From an optimization exercise on the open Yosys and OpenROAD flow, aimed at small area; shortcuts taken in it are not production practice.
The RTL of this run was laid out without a check of its function.
No activity file was given, so power comes from the tool's default toggle rates.

$ cat micro.mem
001000000000000000000000110000000000100000000000
001000000000000000000001000000000000100000000000
110001000000011100000000001000000000000000001000
000000000000000000000000000000000000000000000000
001000000000000000000000000000000000000000000000
001000000000000000000000000000000000000000000000
001000000000000000000000000000000000000000000000
001000000000000000000000000000000000000000000000
001000000000000000000000000000000000000000000000
001000000000000000000000000000000000000000000000
000100001000100110100000000010000001000000000000
000100001000100110100000000010000011000000000000
000100001001100010100000000010000101000000000000
000100001001100010100000000010000111000000000000
000000000000000000000000000000000000100000000000
000100001000100110100000000010010001000000000000
000100001000100110100000000010110001000000000000
001000000000000000000001100000000000100000000000
001000000000000000000001100000000000100000000000
001000000000000000000001100000000000100000000000
001000000000000000000001100000000000100000000000
000000000000000000000000000000000000000000000000
001000000000000000000001100000000000100000000000
001000000000000000000001100000000000100000000000
000000000000000000000000000000000000000000000000
000000000000000000000000000000000000000000000000
000000000000000000000000000000000000000000000000
000000000000000000000000000000000000000000000000
000100001000000010100000000010000001000000000100
000000000000000000000000000000000000000000000000
001000000000000000000010000000000000100000000000
000000100000000000000000000000000000000000000000
100000000110000000000000000010000000000000000000
000100001010000001110000000010000001000000000000
000000000000000000000000000000000000000000000000
000000000000000000000000000000000001000100000000
000000100000000000000000000000000000000000000000
000000000000000000000000000000000000000001000000
000100001111000010100000000010000001000000000000
000100001000000011110000000010000001000000000000
000000001000100100000000000010000001000000010000
001000001000000000001000000010000000000000000000
000000001000000000000000000000000001000000100000
000100000000000010100000011010000001000000000000
000000001010000000000000000010000001000000000000
001000000000000000000010100000000000000000000000
001000000000000000000010100000000000000000000000
000100001000100110100000000010001001000000000000
000100001000100110100000000010001011000000000000
100000000110000000000000000010000000000000000000
001000001111000000001000000010000000100010000000
001000001000000000001000000010000000100000000000
000000000000000000000000000000000000000000000000
000000000000000000000000000000000000000000000000
000000000000000000000000000000000000000000000000
000000000000000000000000000000000000000000000000
000000000000000000000000000000000000000000000000
000000000000000000000000000000000000000000000000
000000000000000000000000000000000000000000000000
000000000000000000000000000000000000000000000000
000000000000000000000000000000000000000000000000
000000000000000000000000000000000000000000000000
000000000000000000000000000000000000000000000000
000000000000000000000000000000000000000000000000
000000000000000000000000000000000000000000000000
000000000000000000000000000000000000000000000000
000000000000000000000000000000000000000000000000
000000000000000000000000000000000000000000000000
100000000101000000000000010000000000000000000000
100000000101000000000000010000000000000000000000
100000000101000000000000010000000000000000000000
100000000101000000000000010000000000000000000000
100000000101000000000000010000000000000000000000
100000000101000000000000010000000000000000000000
000000000000000000000000000000000000000000000000
000000000000000000000000000000000000000000000000
000000000000000000000000000000000000000000000000
000000000000000000000000000000000000000000000000
000000000000000000000000000000000000000000000000
000000000000000000000000000000000000000000000000
000000000000000000000000000000000000000000000000
000000000000000000000000000000000000000000000000
000000000000000000000000000000000000000000000000
000000000000000000000000000000000000000000000000
000000000000000000000000000000000000000000000000
000000000000000000000000000000000000000000000000
000000000000000000000000000000000000000000000000
000000000000000000000000000000000000000000000000
100000001000100100000000000010000000000000000000
100000001000100100000000000010000000000000000000
100000001000100100000000000010000000000000000000
100000001000100100000000000010000000000000000000
000000000000000000000000000000000000000000000000
000000000000000000000000000000000000000000000000
000000000000000000000000000000000000000000000000
100000000110000000000000000010000000000000000000
001100000000000010100100010000000000000000001000
000000000000000000000000000000000000000000000000
000000000000000000000000000000000000000000000000
000000000000000000000000000000000000000000000000
100000000110000000000000000010000000000000000000
000000000000000000000000000000000000000000000000
000000000000000000000000000000000000000000000000
000000000000000000000000000000000000000000000000
000000000000000000000000000000000000000000000000
000000000000000000000000000000000000000000000000
000000000000000000000000000000000000000000000000
000000000000000000000000000000000000000000000000
000000000000000000000000000000000000000000000000
000000000000000000000000000000000000000000000000
000000000000000000000000000000000000000000000000
000000000000000000000000000000000000000000000000
000000000000000000000000000000000000000000000000
001100000000000010100100010000000000000010001000
000000000000000000000000000000000000000000000000
000000000000000000000000000000000000000000000000
000000000000000000000000000000000000000000000000
000000000000000000000000000000000000000000000000
000000000000000000000000000000000000000000000000
000000000000000000000000000000000000000000000000
000000000000000000000000000000000000000000000000
000000000000000000000000000000000000000000000000
000000000000000000000000000000000000000000000000
000000000000000000000000000000000000000000000000
000000000000000000000000000000000000000000000000
000000000000000000000000000000000000000000000000
000000000000000000000000000000000000000000000000
000000000000000000000000000000000000000000000000
000100000000000010100000010000000000000000000000
000100000111000001110000010000000000000000000000
000000000000000000000000000000000000000000000000
000000000000000000000000000000000000000000000000
001100000000000010110100010000000000000000001000
001100010000000010110100010000000000000000001000
001010001011000000001000000010000000000000000000
001010011011000000001000000010000000000000000000
001010000000000000001000000010000000000000000000
001010010000000000001000000010000000000000000000
000000000000000000000000000000000000000000000000
000000000000000000000000000000000000000000000000
000000000000000000000000000000000000000000000000
000000000000000000000000000000000000000000000000
000000001000100100000000000011010010000000000000
000000000000000000000000000000000000000000000000
000000000000000000000000000000000000000000000000
000100000000100110100000001100000000000000000000
000100000000100110100000001100000010000000000000
000100001001000010100000000100000100000000000000
000100001001000010100000000100000110000000000000
000000000000000000000000000000000000000000000000
000100000000100110100000010010010000000000000000
000100000000100110100000010010110000000000000000
001100000000000010100100010000000000000000001000
001100010000000010100100010000000000000000001000
001010001010000000001000000010000000000000000000
001010011010000000001000000010000000000000000000
000000000000000000000000000000000000000000000000
000000000000000000000000000000000000000000000000
000100000000101110110000010010001100000000000000
001010001010000000001000000010000000000000000000
000000000000000000000000000000000000010000000000
000000000000000000000000000000000000000000000000
000000000000000000000000000000000000000000000000
000000000000000000000000000000000000000000000000
001010001010000000001000000010000000000010000000
000000000000000000000000000000000000000001000000
000000000000000000000000000000000000000000000000
000000000000000000000000000000000000000000000000
000000000000000000000000000000000000000000000000
000100000000000010100000000110000000000000000000
000000000000000000000000000000000000000000000000
000000000000000000000000000000000000000000000000
000000000000000000000000000000000000000000000000
000100001100000010110000000100001000000000000000
000100001100000010110000000100001010000000000000
000000000000000000000000000000000000000000000000
000000000000000000000000000000000000000000000000
000000000000000000000000000000000000010000000000
000100000000000010100000010010000000000000000000
000100000000000011110000010010000000000010000000
000000000000000000000000000000000000000000000000
000000000000000000000000000000000000000000000000
000000000000000000000000000000000000000000000000
000000000000000000000000000000000000000000000000
000000000000000000000000000000000000000000000000
000000000000000000000000000000000000000000000000
000000000000000000000000000000000000000000000000
000000000000000000000000000000000000000000000000
000000000000000000000000000000000000000000000000
000000000000000000000000000000000000000000000000
000000000000000000000000000000000000000000000000
000000000000000000000000000000000000000000000000
$ cat run.sh
#!/bin/bash
# synth_recipe.tcl (not shown) runs the flow's synth.tcl, then flattens the netlist and writes it again
# the make line also repeats each setting of config.mk as NAME=value (left out here)
make -C /OpenROAD-flow-scripts/flow DESIGN_CONFIG=/design/flow/config.mk WORK_HOME=/design/flow/orfs CLKGATE_MAP_FILE= SYNTH_SCRIPT=/design/flow/synth_recipe.tcl finish
$ cat config.mk
export PLATFORM = sky130hd
export DESIGN_NAME = cpu
export DESIGN_NICKNAME = cpu
export VERILOG_FILES = /design/flow/design.v
export SDC_FILE = /design/flow/constraint.sdc
export NUM_CORES = 4
export LEC_CHECK = 0
export CAP_MARGIN = 20
export CORE_MARGIN = 2
export CORE_UTILIZATION = 30
export PLACE_DENSITY = 0.5
export SLEW_MARGIN = 20
export SYNTH_MEMORY_MAX_BITS = 16384
$ cat constraint.sdc
create_clock -name core_clock -period 28.0 [get_ports {clk}]
set_input_delay 5.6000 -clock core_clock [delete_from_list [all_inputs] [get_ports {clk}]]
set_output_delay 5.6000 -clock core_clock [all_outputs]
set_load 0.01 [all_outputs]
$ cat design.v
module alu(
  x,y,
  f,
	sext,
  out,
	carry_out
);
  input       [15:0]  x,y;
  input       [2:0]   f;
	input				sext;
  output      [15:0]  out;
	output			carry_out;
  reg [15:0] out;
	reg [16:0] cout;
	assign carry_out = cout[16];
  always @* begin
		cout = 0;
    case(f)
      3'b000:
				begin
					if (sext) begin
						out =  { {8{x[7]}}, {x[7:0]}};
					end else begin
						out = x + y;
						cout = x + y;
					end
				end
      3'b001:
				begin
					out = x - y;
					cout = x - y;
				end
			3'b010: out = x & y;
			3'b011: out = x | y;
			3'b100: out = x << y;
			3'b101: out = x >> y;
			3'b110: out = (x << 9) | (y & 16'h1ff);
      default:
				begin
					out = x + y;
					cout = x + y;
				end
    endcase
  end
endmodule
module register(
in, reset, load, clk, out
);
input [15:0] in;
input load, reset, clk;
output [15:0] out;
reg [15:0] out;
always @(negedge clk)
begin
if (reset && load)
	out <= 0;
else if (reset)
	out <= 0;
else if (load)
	out <= in;
end
endmodule
module register_posedge(
in, reset, load, clk, out
);
input [15:0] in;
input load, reset, clk;
output [15:0] out;
reg [15:0] out;
always @(posedge clk)
begin
if (reset && load)
	out <= 0;
else if (reset)
	out <= 0;
else if (load)
	out <= in;
end
endmodule
module controlreg(
	reset,
	clk,
	in,
	curr_out,
	read_out,
	we,
	bank,
	ureg,
	CRY,
	setCRY
);
input reset, clk, we, bank, CRY, setCRY, ureg;
input [7:0] in;
output [7:0] curr_out, read_out;
reg [7:0] uCR, sCR;
assign curr_out = (bank == 0) ? uCR : sCR;
assign read_out = (ureg) ? uCR :
									(bank == 0) ? uCR : sCR;
always @(posedge clk) begin
	if (reset) begin
		uCR <= 8'h8;
		sCR <= 8'h1;
	end else if (we) begin
		if (bank == 0 || ureg)
			uCR <= in;
		else
			sCR <= in;
	end else if (setCRY) begin
		if (bank == 0)
			uCR[1] <= CRY;
		else
			sCR[1] <= CRY;
	end
end
endmodule
module irq_encoder(
	reset,
	uart_irq,
	timer_irq,
	disk_irq,
	syscall_irq,
	page_fault,
	prot_fault,
	trapnr,
	irq,
	deassert,
	fault,
	clk
);
input reset, uart_irq, timer_irq, disk_irq, syscall_irq, page_fault, prot_fault, deassert, clk;
output irq, fault;
output [7:0] trapnr;
reg [7:0] trapnr;
wire irq, fault;
assign fault = (trapnr[0] | trapnr[1]);
assign irq = (trapnr[2] | trapnr[3] | trapnr[4] | trapnr[5]);
always @(posedge clk)
begin
	if (reset == 1) begin
		trapnr <= 0;
	end else if (prot_fault == 1) begin
		trapnr <= trapnr | 8'b00000001;
  end else if (page_fault == 1) begin
   	trapnr <= trapnr | 8'b00000010;
  end else if (uart_irq == 1) begin
   	trapnr <= trapnr | 8'b00000100;
  end else if (disk_irq == 1) begin
   	trapnr <= trapnr | 8'b00001000;
  end else if (syscall_irq == 1) begin
   	trapnr <= trapnr | 8'b00010000;
  end else if (timer_irq == 1) begin
   	trapnr <= trapnr | 8'b00100000;
	end
	if (deassert == 1) begin
		if (trapnr[0] == 1) begin
			trapnr[0] <= 0;
		end else if (trapnr[1] == 1) begin
			trapnr[1] <= 0;
		end else if (trapnr[2] == 1) begin
			trapnr[2] <= 0;
		end else if (trapnr[3] == 1) begin
			trapnr[3] <= 0;
		end else if (trapnr[4] == 1) begin
			trapnr[4] <= 0;
		end else if (trapnr[5] == 1) begin
			trapnr[5] <= 0;
		end else if (trapnr[6] == 1) begin
			trapnr[6] <= 0;
		end else if (trapnr[7] == 1) begin
			trapnr[7] <= 0;
		end
	end
end
endmodule
module rom (
address,   
data       
);
input [7:0] address;
output [47:0] data;
reg [47:0] mem [0:191];
assign data = mem[address];
initial begin
  $readmemb("micro.mem", mem);  
end
endmodule
module decoder (
  instr,
  MAR_LOAD,
  IR_LOAD,
  MDR_LOAD,
  REG_LOAD,
  RAM_LOAD,
  INCR_PC,
	DECR_SP,
	INCR_SP,
  BE,
	RE,
  REGR0S,
  REGR1S,
  REGWS,
  OP0S,
  OP1S,
  IRimm,
  MDRS,
  ALUfunc,
  COND_CHK,
  cond,
  state,
  reset,
	HLT,
	fault_r,
	irq_r,
	SYSCALL,
	RETI,
	cont_r,
	WPTB,
	WPTE,
	IVEC_LOAD,
	UREG,
	SEXT,
  clk
);
input clk, reset, fault_r, irq_r, cont_r;
input [15:0] instr;
output MDR_LOAD, REG_LOAD, MAR_LOAD, IR_LOAD, RAM_LOAD, INCR_PC, BE, COND_CHK, HLT, RE, SYSCALL, RETI, DECR_SP, INCR_SP;
output WPTB, WPTE, IVEC_LOAD, UREG, SEXT;
output [1:0] MDRS, OP0S, OP1S;
output [15:0] IRimm;
output [2:0] ALUfunc, cond;
output [3:0] REGWS, REGR0S, REGR1S;
output [3:0] state;
reg [15:0] IRimm;
reg HLT;
wire brk;
reg [3:0] state;
wire [3:0] next_state;
parameter FETCH = 4'b0001, FETCHM = 4'b0010, DECODE = 4'b0011, DECODEM = 4'b0100, READ = 4'b0101, READM = 4'b0110, EXEC = 4'b0111, EXECM = 4'b1000, BREAK = 4'b1001;
parameter ARG0 = 8, ARG1 = 9, TGT = 10, TGT2 = 11, ARG2 = 12, FLAGS = 15;
parameter IMM7 = 0, IMM10 = 1, IMM13 = 2, IMMIR = 3, IMM7U = 4, IMM4 = 5;
assign next_state = fsm_function(state, skipstate);
function [3:0] fsm_function;
	input [3:0] state;
  input [2:0] skipstate;
	case(state)
		FETCH: fsm_function = FETCHM;
		FETCHM: fsm_function = DECODE;
		DECODE: fsm_function = DECODEM;
		DECODEM:
      begin
        if(skipstate == 0) begin
          fsm_function = READ;
        end else if(skipstate == 1) begin
          fsm_function = EXEC;
        end else begin
          fsm_function = FETCH;
        end
      end
		READ: fsm_function = READM;
		READM: fsm_function = EXEC;
		EXEC: fsm_function = EXECM;
		EXECM:
			begin
					if (brk == 1) begin
						fsm_function = BREAK;
					end else if (irq_r == 1) begin
						fsm_function = 0;
					end else begin
						fsm_function = FETCH;
					end
			end
		BREAK: fsm_function = BREAK;
		default: fsm_function = FETCH;
	endcase
endfunction
reg [7:0] ROMaddr;
wire [47:0] ROMread;
rom micro (
  .address (ROMaddr),
  .data    (ROMread)
);
always @(negedge clk)
begin
  if(reset == 1) begin
    state <= 0;
		HLT <= 0;
  end
	else if (instr == 16'hfe00) begin
		state <= 0;
		HLT <= 1;
	end
	else if (state == BREAK && cont_r == 1) begin
		state <= 0;
	end
	else if (fault_r == 1) begin
		state <= 0;
	end else begin
	  state <= next_state;
		HLT <= 0;
  end
end
wire codetype;
wire [5:0] opcodelong;
wire [1:0] opcodeshort;
reg [5:0] opcode;
assign codetype = instr[15];
assign opcodelong = instr[14:9];
assign opcodeshort = instr[14:13];
wire [12:0] imm13;
wire [9:0] imm10;
wire [6:0] imm7;
wire [3:0] imm4;
reg [15:0] immir;
assign imm7 = instr[8:2];
assign imm10 = instr[12:3];
assign imm13 = instr[12:0];
assign imm4 = instr[8:5];
wire [2:0] tgt, arg0, arg1, arg2;
wire [1:0] tgt2;
assign arg0 = instr[8:6];
assign arg1 = instr[5:3];
assign tgt = instr[2:0];
assign tgt2 = instr[1:0];
assign arg2 = instr[5:2];
wire [3:0] xregr0s, xregr1s, xregws, imms;
reg [3:0] REGR0S, REGR1S, REGWS;
wire [1:0] MDRS, condtype, skipstate;
wire [2:0] ALUfunc;
reg [2:0] cond;
assign xregr0s = ROMread[39:36];
assign xregr1s = ROMread[35:32];
assign xregws = ROMread[31:28];
assign MDRS = ROMread[27:26];
assign imms = ROMread[25:23];
assign OP0S = ROMread[22:21];
assign OP1S = ROMread[20:19];
assign condtype = ROMread[18:17];
assign COND_CHK = ROMread[16];
assign ALUfunc = ROMread[15:13];
assign skipstate = ROMread[12:11];
assign RETI = ROMread[8];
assign UREG = ROMread[7];
assign brk = ROMread[6];
wire loadpos, loadneg;
assign loadpos = state[0];
not(loadneg, state[0]);
and( MAR_LOAD, loadpos, ROMread[47]);
and( IR_LOAD, loadneg, ROMread[46]);
and( MDR_LOAD, loadpos, ROMread[45]);
and( REG_LOAD, loadneg, ROMread[44]);
and( RAM_LOAD, loadneg, ROMread[43]);
and( INCR_PC, loadneg, ROMread[42]);
and( DECR_SP, loadneg, ROMread[41]);
and( INCR_SP, loadneg, ROMread[10]);
reg RE_fetch;
assign BE = ROMread[40];
assign WPTB = ROMread[5];
assign WPTE = ROMread[4];
or(RE, RE_fetch, ROMread[3]);
assign SEXT = ROMread[2];
assign IVEC_LOAD = (opcode == 6'd44 && state == DECODEM) ? 1'b1 : 1'b0;
assign SYSCALL = (opcode == 6'd34 && state == DECODEM) ? 1'b1 : 1'b0;
always @* begin
	RE_fetch = 0;
  ROMaddr = 3;  
  if(codetype != 1) begin
    opcode = {4'b0, opcodeshort};
  end else begin
    opcode = opcodelong;
  end
  case(state)
    FETCH:
			begin
				ROMaddr = 2;
				RE_fetch = 1'b1;
			end
    FETCHM:
			begin
				ROMaddr = 2;
				RE_fetch = 1'b1;
			end
    DECODE: ROMaddr = opcode;
    DECODEM: ROMaddr = opcode;
    READ: ROMaddr = opcode + 64;
    READM: ROMaddr = opcode + 64;
    EXEC: ROMaddr = opcode + 128;
    EXECM: ROMaddr = opcode + 128;
    default: ROMaddr = 3;
  endcase
  case(xregr0s)
    ARG0: REGR0S = arg0;
    ARG1: REGR0S = arg1;
    TGT: REGR0S = tgt;
    TGT2: REGR0S = tgt2 + 1;  
    ARG2: REGR0S = arg2;
    default: REGR0S = xregr0s[3:0];
  endcase
  case(xregr1s)
    ARG0: REGR1S = arg0;
    ARG1: REGR1S = arg1;
    TGT: REGR1S = tgt;
    TGT2: REGR1S = tgt2 + 1;  
	 	ARG2: REGR1S = arg2;
    default: REGR1S = xregr1s[3:0];
  endcase
  case(xregws)
    ARG0: REGWS = arg0;
    ARG1: REGWS = arg1;
    TGT: REGWS = tgt;
    TGT2: REGWS = tgt2 + 1;  
    default: REGWS = xregws[3:0];
  endcase
  case(arg0)
    0: immir = 1;
    1: immir = 2;
    2: immir = 4;
    3: immir = 8;
    4: immir = -8;
    5: immir = -4;
    6: immir = -2;
    7: immir = -1;
  endcase
  case(imms)
    IMM7: IRimm = { {9{imm7[6]}}, {imm7}} ;
    IMM10: IRimm = { {6{imm10[9]}}, {imm10}} ;
    IMM13: IRimm = { {3{imm13[12]}}, {imm13}} ;
    IMMIR: IRimm = immir;  
		IMM7U: IRimm = { {9'b000000000}, {imm7} };
		IMM4: IRimm = { {12'b000000000000}, {imm4} };
    default: IRimm = 0;
  endcase
  case(condtype)
    0: cond = 0;
    1: cond = 1;
    2: cond = tgt;
    default: cond = 0;
  endcase
end
endmodule
module cpu (
  reset,
	RAMin,
  RAMout,
  RAMaddr,
	we,
	re,
  be,
	hlt,
	UART_intr,
	cont,
	brk,
  clk
);
input clk, reset, UART_intr, cont;
input [15:0] RAMout;
output we, be, hlt, re, brk;
output [15:0] RAMin;
output [18:0] RAMaddr;
wire [1:0] op0s, op1s, mdrs;
wire [15:0] IRimm;
wire [2:0] cond, ALUfunc;
wire [3:0] regr0s, regr1s, regws;
wire [15:0] IRout;
wire [3:0] state;
wire mdr_load, mar_load, mar_load_decoder, reg_load, ram_load, ir_load, incr_pc, cond_chk, fault, irq, reti, incr_sp, decr_sp;
wire wptb, wpte, ivec_load, syscall_irq, ureg, sext, brk;
wire [7:0] CRin, CRout, CRread;
wire [15:0] regw;
wire [15:0] ALUout, ivec_out;
reg skip;
reg bank;
reg [15:0] ptb, ptidx, pte, pageaddr_t;
reg [15:0] pagetable [0:63];
integer pt_i;
parameter FETCH = 4'b0001, FETCHM = 4'b0010, DECODE = 4'b0011, DECODEM = 4'b0100, READ = 4'b0101, READM = 4'b0110, EXEC = 4'b0111, EXECM = 4'b1000;
assign brk = (state == 4'b1001) ? 1'b1 : 0;
wire handle_irq;
assign handle_irq = irq & CRout[3];
decoder decoder (
  .instr      (IRout),
  .MDR_LOAD   (mdr_load),
  .MAR_LOAD   (mar_load_decoder),
  .REG_LOAD   (reg_load),
  .RAM_LOAD   (ram_load),
  .IR_LOAD    (ir_load),
  .INCR_PC    (incr_pc),
	.DECR_SP		(decr_sp),
	.INCR_SP		(incr_sp),
  .BE			    (be),
	.RE					(re),
  .OP0S       (op0s),
  .OP1S       (op1s),
  .IRimm      (IRimm),
  .MDRS       (mdrs),
  .REGR0S     (regr0s),
  .REGR1S     (regr1s),
  .REGWS      (regws),
  .ALUfunc    (ALUfunc),
  .COND_CHK   (cond_chk),
  .cond       (cond),
  .state      (state),
  .reset      (reset),
	.HLT				(hlt),
	.fault_r		(fault),
	.irq_r			(handle_irq),
	.RETI				(reti),
	.cont_r			(cont),
	.WPTB				(wptb),
	.WPTE				(wpte),
	.IVEC_LOAD	(ivec_load),
	.SYSCALL		(syscall_irq),
	.UREG				(ureg),
	.SEXT				(sext),
  .clk        (clk)
);
wire [7:0] trapnr;
reg deassert_trap;
wire page_fault, prot_fault;
irq_encoder irq_encoder (
	.reset			(reset),
	.uart_irq		(UART_intr),
	.timer_irq	(1'b0),
	.disk_irq		(1'b0),
	.syscall_irq (syscall_irq),
	.page_fault	(page_fault),
	.prot_fault	(prot_fault),
	.trapnr			(trapnr),
	.irq				(irq),
	.fault			(fault),
	.deassert		(deassert_trap),
	.clk				(clk)
);
wire [15:0] MDRout, MARin, MARout, IRin;
reg [15:0] MDRin;
register_posedge MDR (
  .in     (MDRin),
  .reset  (reset),
  .load   (mdr_load),
  .clk    (clk),
  .out    (MDRout)
);
reg mar_force;
or(mar_load, mar_load_decoder, mar_force);
register_posedge MAR (
  .in     (MARin),
  .reset  (reset),
  .load   (mar_load),
  .clk    (clk),
  .out    (MARout)
);
wire load_cr2;
wire [15:0] CR2out;
and(load_cr2, ~bank, mar_load);
register_posedge CR2 (
  .in     (MARin),
  .reset  (reset),
  .load   (load_cr2),
  .clk    (clk),
  .out    (CR2out)
);
register IR (
  .in     (RAMout),
  .reset  (reset),
  .load   (ir_load),
  .clk    (clk),
  .out    (IRout)
);
wire CRY, setCRY, uMode, sMode, CRwe;
controlreg Creg (
	.reset		(reset),
	.clk			(clk),
	.in				(CRin),
	.curr_out	(CRout),
	.read_out (CRread),
	.we				(CRwe),
	.bank			(bank),
	.ureg     (ureg),
	.CRY			(CRY),
	.setCRY		(setCRY)
);
register Ivec (
  .in     (ALUout),
  .reset  (reset),
  .load   (ivec_load),
  .clk    (clk),
  .out    (ivec_out)
);
assign setCRY = (state == EXEC) ? 1'b1 : 0;
assign CRin = regw[7:0];
assign CRwe = (regws == 4'b1111 && reg_load) ? 1'b1 : 0;
assign sMode = CRout[0];
not(uMode, CRout[0]);
reg [15:0] op0, op1;
alu alu (
  .x          (op0),
  .y          (op1),
  .f          (ALUfunc),
	.sext				(sext),
  .out        (ALUout),
	.carry_out	(CRY)
);
assign regw = ALUout;
assign MARin = ALUout;
assign RAMin = MDRout;
assign we = ram_load;
reg [15:0] regr0, regr1;
always @* begin
  case(mdrs)
  2'b00: MDRin = IRimm;
  2'b01: MDRin = RAMout;
  2'b10: MDRin = ALUout;
  default: MDRin = IRimm;
  endcase
  case(op0s)
  2'b00: op0 = regr0;
  2'b01: op0 = regr1;
  2'b10: op0 = MDRout;
  2'b11: op0 = ptb;
  default: op0 = regr0;
  endcase
  case(op1s)
  2'b00: op1 = regr0;
  2'b01: op1 = regr1;
  2'b10: op1 = MDRout;
  2'b11: op1 = pagetable[MDRout[5:0]];
  default: op1 = regr1;
  endcase
  skip = 0;
  if (cond_chk == 1) begin
    if(ALUout == 0) begin
      if(cond == 3 | cond == 0 | cond == 5 | cond == 7) begin
        skip = 1;
      end
    end else begin
			if ($signed(op0) < $signed(op1)) begin
      	if(cond == 3 | cond == 1 | cond == 2) begin
        	skip = 1;
      	end
			end
    	if ($signed(op0) > $signed(op1))  begin
	      if(cond == 5 | cond == 1 | cond == 4) begin
	        skip = 1;
	      end
    	end
			if(CRout[1] == 1) begin
				if(cond == 6 | cond == 7) begin
					skip = 1;
				end
			end
		end
  end
end
always @(posedge clk) begin
	if (reset == 1) begin
		bank <= 1;
		deassert_trap <= 0;
		mar_force <= 0;
	end else if (state == 0 && fault == 1) begin
		bank <= 1'b1;
		mar_force <= 1'b1;  
		deassert_trap <= 1'b1;
	end else if (state == 0 && handle_irq) begin
		bank <= 1'b1;
		deassert_trap <= 1;
	end else if (reti == 1) begin
		bank <= 0;
	end else begin
		deassert_trap <= 0;
		mar_force <= 0;
	end
end
reg [18:0] pageaddr;
wire page_not_present, prot_f;
not(page_not_present, pte[0]);
and(prot_f, uMode, pte[1]);
and(page_fault, CRout[2], page_not_present);
and(prot_fault, CRout[2], prot_f);
assign RAMaddr = (MARout >= 16'hff80) ? MARout :
								 (CRout[2] == 1) ? pageaddr :
								 MARout;
always @* begin
	ptidx <= ptb + {{11{1'b0}},{MARout[15:11]}};
	pte <= pagetable[ptidx[5:0]];
	pageaddr <= {{pte[15:8]}, {MARout[10:0]}};
end
always @(negedge clk) begin
	if (reset) begin
		for (pt_i = 0; pt_i < 64; pt_i = pt_i + 1)
			pagetable[pt_i] <= 16'h0000;
	end else if (wpte) begin
		pagetable[op0[5:0]] <= op1;
	end
	if (reset) begin
		ptb <= 0;
	end else if (wptb) begin
		ptb <= op0;
	end
end
wire loadneg, incr_pc_temp, incr_pc_out;
not(loadneg, state[0]);
or(incr_pc_temp, skip, incr_pc);
and(incr_pc_out, loadneg, incr_pc_temp);
reg [15:0] R1;
reg [15:0] R2;
reg [15:0] R3;
reg [15:0] R4;
reg [15:0] R5;
reg [15:0] R6;
reg [15:0] PC;
reg [15:0] sR1;
reg [15:0] sR2;
reg [15:0] sR3;
reg [15:0] sR4;
reg [15:0] sR5;
reg [15:0] sR6;
reg [15:0] sPC;
always @*
begin
	if (bank==0 || ureg == 1) begin
		case(regr0s)
		4'b0000: regr0 = 0;
		4'b0001: regr0 = R1;
		4'b0010: regr0 = R2;
		4'b0011: regr0 = R3;
		4'b0100: regr0 = R4;
		4'b0101: regr0 = R5;
		4'b0110: regr0 = R6;
		4'b0111: regr0 = PC;
		4'b1110: regr0 = 16'hdead;
		4'b1111: regr0 = CRread;
	  default: regr0 = 0;
		endcase
		case(regr1s)
		4'b0000: regr1 = 0;
		4'b0001: regr1 = R1;
		4'b0010: regr1 = R2;
		4'b0011: regr1 = R3;
		4'b0100: regr1 = R4;
		4'b0101: regr1 = R5;
		4'b0110: regr1 = R6;
		4'b0111: regr1 = PC;
	  default: regr1 = 0;
		endcase
	end else begin
		case(regr0s)
		4'b0000: regr0 = 0;
		4'b0001: regr0 = sR1;
		4'b0010: regr0 = sR2;
		4'b0011: regr0 = sR3;
		4'b0100: regr0 = sR4;
		4'b0101: regr0 = sR5;
		4'b0110: regr0 = sR6;
		4'b0111: regr0 = sPC;
		4'b1110: regr0 = CR2out;
		4'b1111: regr0 = CRread;
	  default: regr0 = 0;
		endcase
		case(regr1s)
		4'b0000: regr1 = 0;
		4'b0001: regr1 = sR1;
		4'b0010: regr1 = sR2;
		4'b0011: regr1 = sR3;
		4'b0100: regr1 = sR4;
		4'b0101: regr1 = sR5;
		4'b0110: regr1 = sR6;
		4'b0111: regr1 = sPC;
	  default: regr1 = 0;
		endcase
	end
end
always @(negedge clk)
begin
	if (reset) begin
		R1 <= 0;
		R2 <= 0;
		R3 <= 0;
		R4 <= 0;
		R5 <= 0;
		sR1 <= 0;
		sR2 <= 0;
		sR3 <= 0;
		sR4 <= 0;
		sR5 <= 0;
	end else if ((irq == 1 || fault == 1) && deassert_trap) begin
		sR1 <= { {8'b00000000}, {trapnr} };
		if (syscall_irq) begin
		end
	end else if (reg_load) begin
		if (bank==0 || ureg==1) begin
	    case(regws)
			4'b0001: R1 <= regw;
			4'b0010: R2 <= regw;
			4'b0011: R3 <= regw;
			4'b0100: R4 <= regw;
			4'b0101: R5 <= regw;
	    endcase
  	end else begin
			case(regws)
			4'b0001: sR1 <= regw;
			4'b0010: sR2 <= regw;
			4'b0011: sR3 <= regw;
			4'b0100: sR4 <= regw;
			4'b0101: sR5 <= regw;
			endcase
		end
	end
	if (reset) begin
		R6 <= 0;
		sR6 <= 0;
	end else if (incr_sp) begin
		if (bank == 0)
			R6 <= R6 + 16'h2;
		else
			sR6 <= sR6 + 16'h2;
	end else if (decr_sp) begin
		if (bank == 0)
			R6 <= R6 - 16'h2;
		else
			sR6 <= sR6 - 16'h2;
	end else if (reg_load && regws == 4'b0110) begin
		if (bank == 0 || ureg == 1)
			R6 <= regw;
		else
			sR6 <= regw;
	end
	if (reset) begin
		PC <= 0;
		sPC <= ivec_out;
	end else if (syscall_irq) begin
		sPC <= ivec_out;
	end else if (mar_force) begin
		PC <= PC - 16'h2;
	end else if (incr_pc_out) begin
		if (bank == 0)
			PC <= PC + 16'h2;
		else
			sPC <= sPC + 16'h2;
	end else if (reti) begin
		sPC <= ivec_out;
	end else if (reg_load && regws == 4'b0111) begin
		if (bank == 0 || ureg == 1)
			PC <= regw;
		else
			sPC <= regw;
	end
end
endmodule
==> flow_metrics.tcl <==
set metrics [dict create \
    worst_slack_ns 1.838 \
    place_area_sq_um 83280 \
    hold_violations 0 \
    critPathCaptureType "flip-flop" \
    yosysTopAreaCell "edfxtp_1" \
    cts-root-buf "clkbuf_16" \
    synth_area_leaders "edfxtp_1 40%, mux4_2 15%, dfxtp_1 8.7%, nor2_1 7.5%, mux2i_1 2.5%" \
    startpoint_type "flip-flop" \
    design_area_sq_um 94090 \
    numCtsBuffers 171 \
    critPathMostFrequentCell "nor2_1" \
    drive_gt1_frac 0.1495 \
    yosys_warnings 8 \
    start_util 0.3021 \
    p_leak_nw 35.25 \
    critPathTopFamily "compound AO/OA/AOI/OAI gates" \
    synthArstFlopShare 0 \
    synth-seq-cells 1381 \
    hold_path_class "flip-flop to flip-flop" \
    syn_area_sq_um 78530 \
    slowest_stage "ha_1" \
    routedWlPerCell_microns 30.03 \
    worstSetupPathType "flip-flop to flip-flop" \
    rows 187 \
    grt_first_pass_wirelength_microns 501300 \
    io_pins 60 \
    syn_inst 7191 \
    instances_no_fill 11920 \
    cellPowerDensity_nw_per_um2 69.20 \
    die_w_microns 515.6 \
    worst_ep_required_time_ns 28.73 \
    synth_edf_count 1040 \
    drtIter0Drc 8587 \
    slew_headroom 0.1656 \
    yosysUniqueCellTypes 110 \
    layout_common_cells "1,554 x nor2_1, 1,430 x inv_1, 1,040 x edfxtp_1, 540 x mux4_2, 488 x nand2_1" \
    grt-ovfl-total 0 \
    clk_pin_slew_ns 0.06 \
    vias_per_cell 5.769 \
    insertion_delay_ns 0.89 \
    rsz0062_at_grt "false" \
    worstPathArrival_ns 26.89 \
    h-tree-depth 4 \
    area_growth_pct 19.82 \
    syn-num-nets 7290 \
    clock_path_buffers 4 \
    gp_congestion 0.9857 \
    syn_area_per_cell_sq_um 10.92 \
    p_total_mw 6.511 \
    fp.dieH_microns 515.6 \
    grt_pass1_vias 68600 \
    ff_latch_area_sq_um 38070 \
    vias 68780 \
    critPathBufInv 4 \
    setup-tns-final_ns 0 \
    slew_violations 0 \
    dr.pass1.iters 6 \
    place_worst_setup_slack_ns 2.038 \
    grt_max_degree 110 \
    ys_seq_area_frac 0.4846 \
    vdd_drop_max_v 0.00005632 \
    tightest_slew_ns 1.220 \
    io_buffer_count 59 \
    place_hpwl_microns 242100 \
    antenna_found_initial 17 \
    postCtsSetupBuffers 0 \
    drc 0 \
    clock_skew_ns 0.1143 \
    finalSetupViolations 0 \
    dieArea_sq_um 265900 \
    layout_commonest_cell "nor2_1" \
    track_usage 0.2625 \
    num-nets-final 8399 \
    cts_sinks 1381 \
    fillers 26070 \
    postCtsHoldBufs 0 \
    routed_wl_microns 358100 \
    yosys_most_used_dff "edfxtp_1" \
    cp_max_fo 25 \
    drtAntennaViolNets 0 \
    drv_cap 0 \
    cp_slowest_stage_delay_ns 0.88 \
    multi_input_area_sq_um 37780 \
    synth_top_cell_area_share 0.3977 \
    tritoncts "built" \
    dp_cells 10320 \
    cts_resized 0 \
    core-area_sq_um 259900 \
    status "timing/DRC/antenna clean" \
]
routing by layer:
layer / GRT usage / up-vias / routed length, microns / share of wire
met5: 0 / - / 39 / 0.00011
met1: 0.3324 / 34980 / 140500 / 0.39
li1: - / 29260 / - / -
met3: 0.05876 / 693 / 31190 / 0.087
met2: 0.4225 / 3846 / 169500 / 0.47
met4: 0.1280 / 6 / 16860 / 0.047
tightest hold or removal path, cell delays in order (launching register included):
cell and delay [ns]:
dfxtp_1 0.30, nand2_1 0.05, a21oi_1 0.05
sequential cells by signal (all words and copies together), names as in the netlist, 16 cells and up:
| register | count |
|---|---|
| sR3 | 16 |
| MDR.out | 16 |
| ptb | 16 |
| sPC | 16 |
| CR2.out | 16 |
| IR.out | 16 |
| Ivec.out | 16 |
| pagetable | 1024 |
| R3 | 16 |
| MAR.out | 16 |
| R5 | 16 |
| sR6 | 16 |
| R2 | 16 |
| R6 | 16 |
| R4 | 16 |
| sR2 | 16 |
| sR1 | 16 |
| R1 | 16 |
| PC | 16 |
| sR5 | 16 |
| sR4 | 16 |
cell usage after synthesis, types with 80 or more instances:
cell and number:
a211oi_1 227, a21oi_1 357, clkbuf_1 510, dfxtp_1 341
edfxtp_1 1040, inv_1 98, mux2i_1 194, mux4_2 540
nand2_1 491, nand2b_1 80, nand3_1 162, nor2_1 1568
nor3_1 106, o21ai_0 204
per-stage QoR:
step                hold WS [ns]    util
finish                    0.4580  0.3620
CTS                       0.4564  0.3617
floorplan                 0.4317       -
global route              0.4772  0.3619
detailed placement        0.4510  0.3204
global placement          0.4438  0.3203
cells by family (layout without fill, tap and decap cells):
| group | count (synthesis) | in the layout | synth area share |
|---|---|---|---|
| other | 0 | 4 | 0 |
| adders and majority gates | 79 | 79 | 0.01287 |
| and+or+nand+nor | 2704 | 2704 | 0.1482 |
| muxes | 767 | 767 | 0.1844 |
| xor gates and xnor gates | 50 | 50 | 0.005577 |
| AOI/OAI and AO/OA | 1415 | 1415 | 0.1239 |
| DFF | 1381 | 1381 | 0.4846 |
| buffers and inverters | 795 | 2026 | 0.04047 |
cell type report:
cell class                      count  area share
Multi-Input combinational cell   5015      0.4015
Inverter                          104    0.004149
Clock buffer                      181     0.04722
Antenna cell                        4   0.0001064
Tap cell                         3496     0.04649
Timing Repair Buffer              321     0.02892
Clock inverter                   1420     0.06701
Sequential cell                  1381      0.4046
power breakdown:
| group | leakage [nW] | switching, mW | internal, mW |
|---|---|---|---|
| clock network | 9.85 | 1.42 | 1.68 |
| registers | 13.5 | 0.0505 | 2.28 |
| logic | 11.9 | 0.751 | 0.330 |
final timing paths:
check	start	endpoint	slack, ns	cells after the start
worst max register to register	decoder.state[3]$_SDFF_NP0_	MDR.out[15]$_SDFFE_PP0P_	1.84	38
worst min-delay path	ptb[6]$_SDFFE_NP0P_	ptb[6]$_SDFFE_NP0P_	0.46	2
worst min register to register	ptb[6]$_SDFFE_NP0P_	ptb[6]$_SDFFE_NP0P_	0.46	2
worst max-delay path	decoder.state[3]$_SDFF_NP0_	MDR.out[15]$_SDFFE_PP0P_	1.84	38
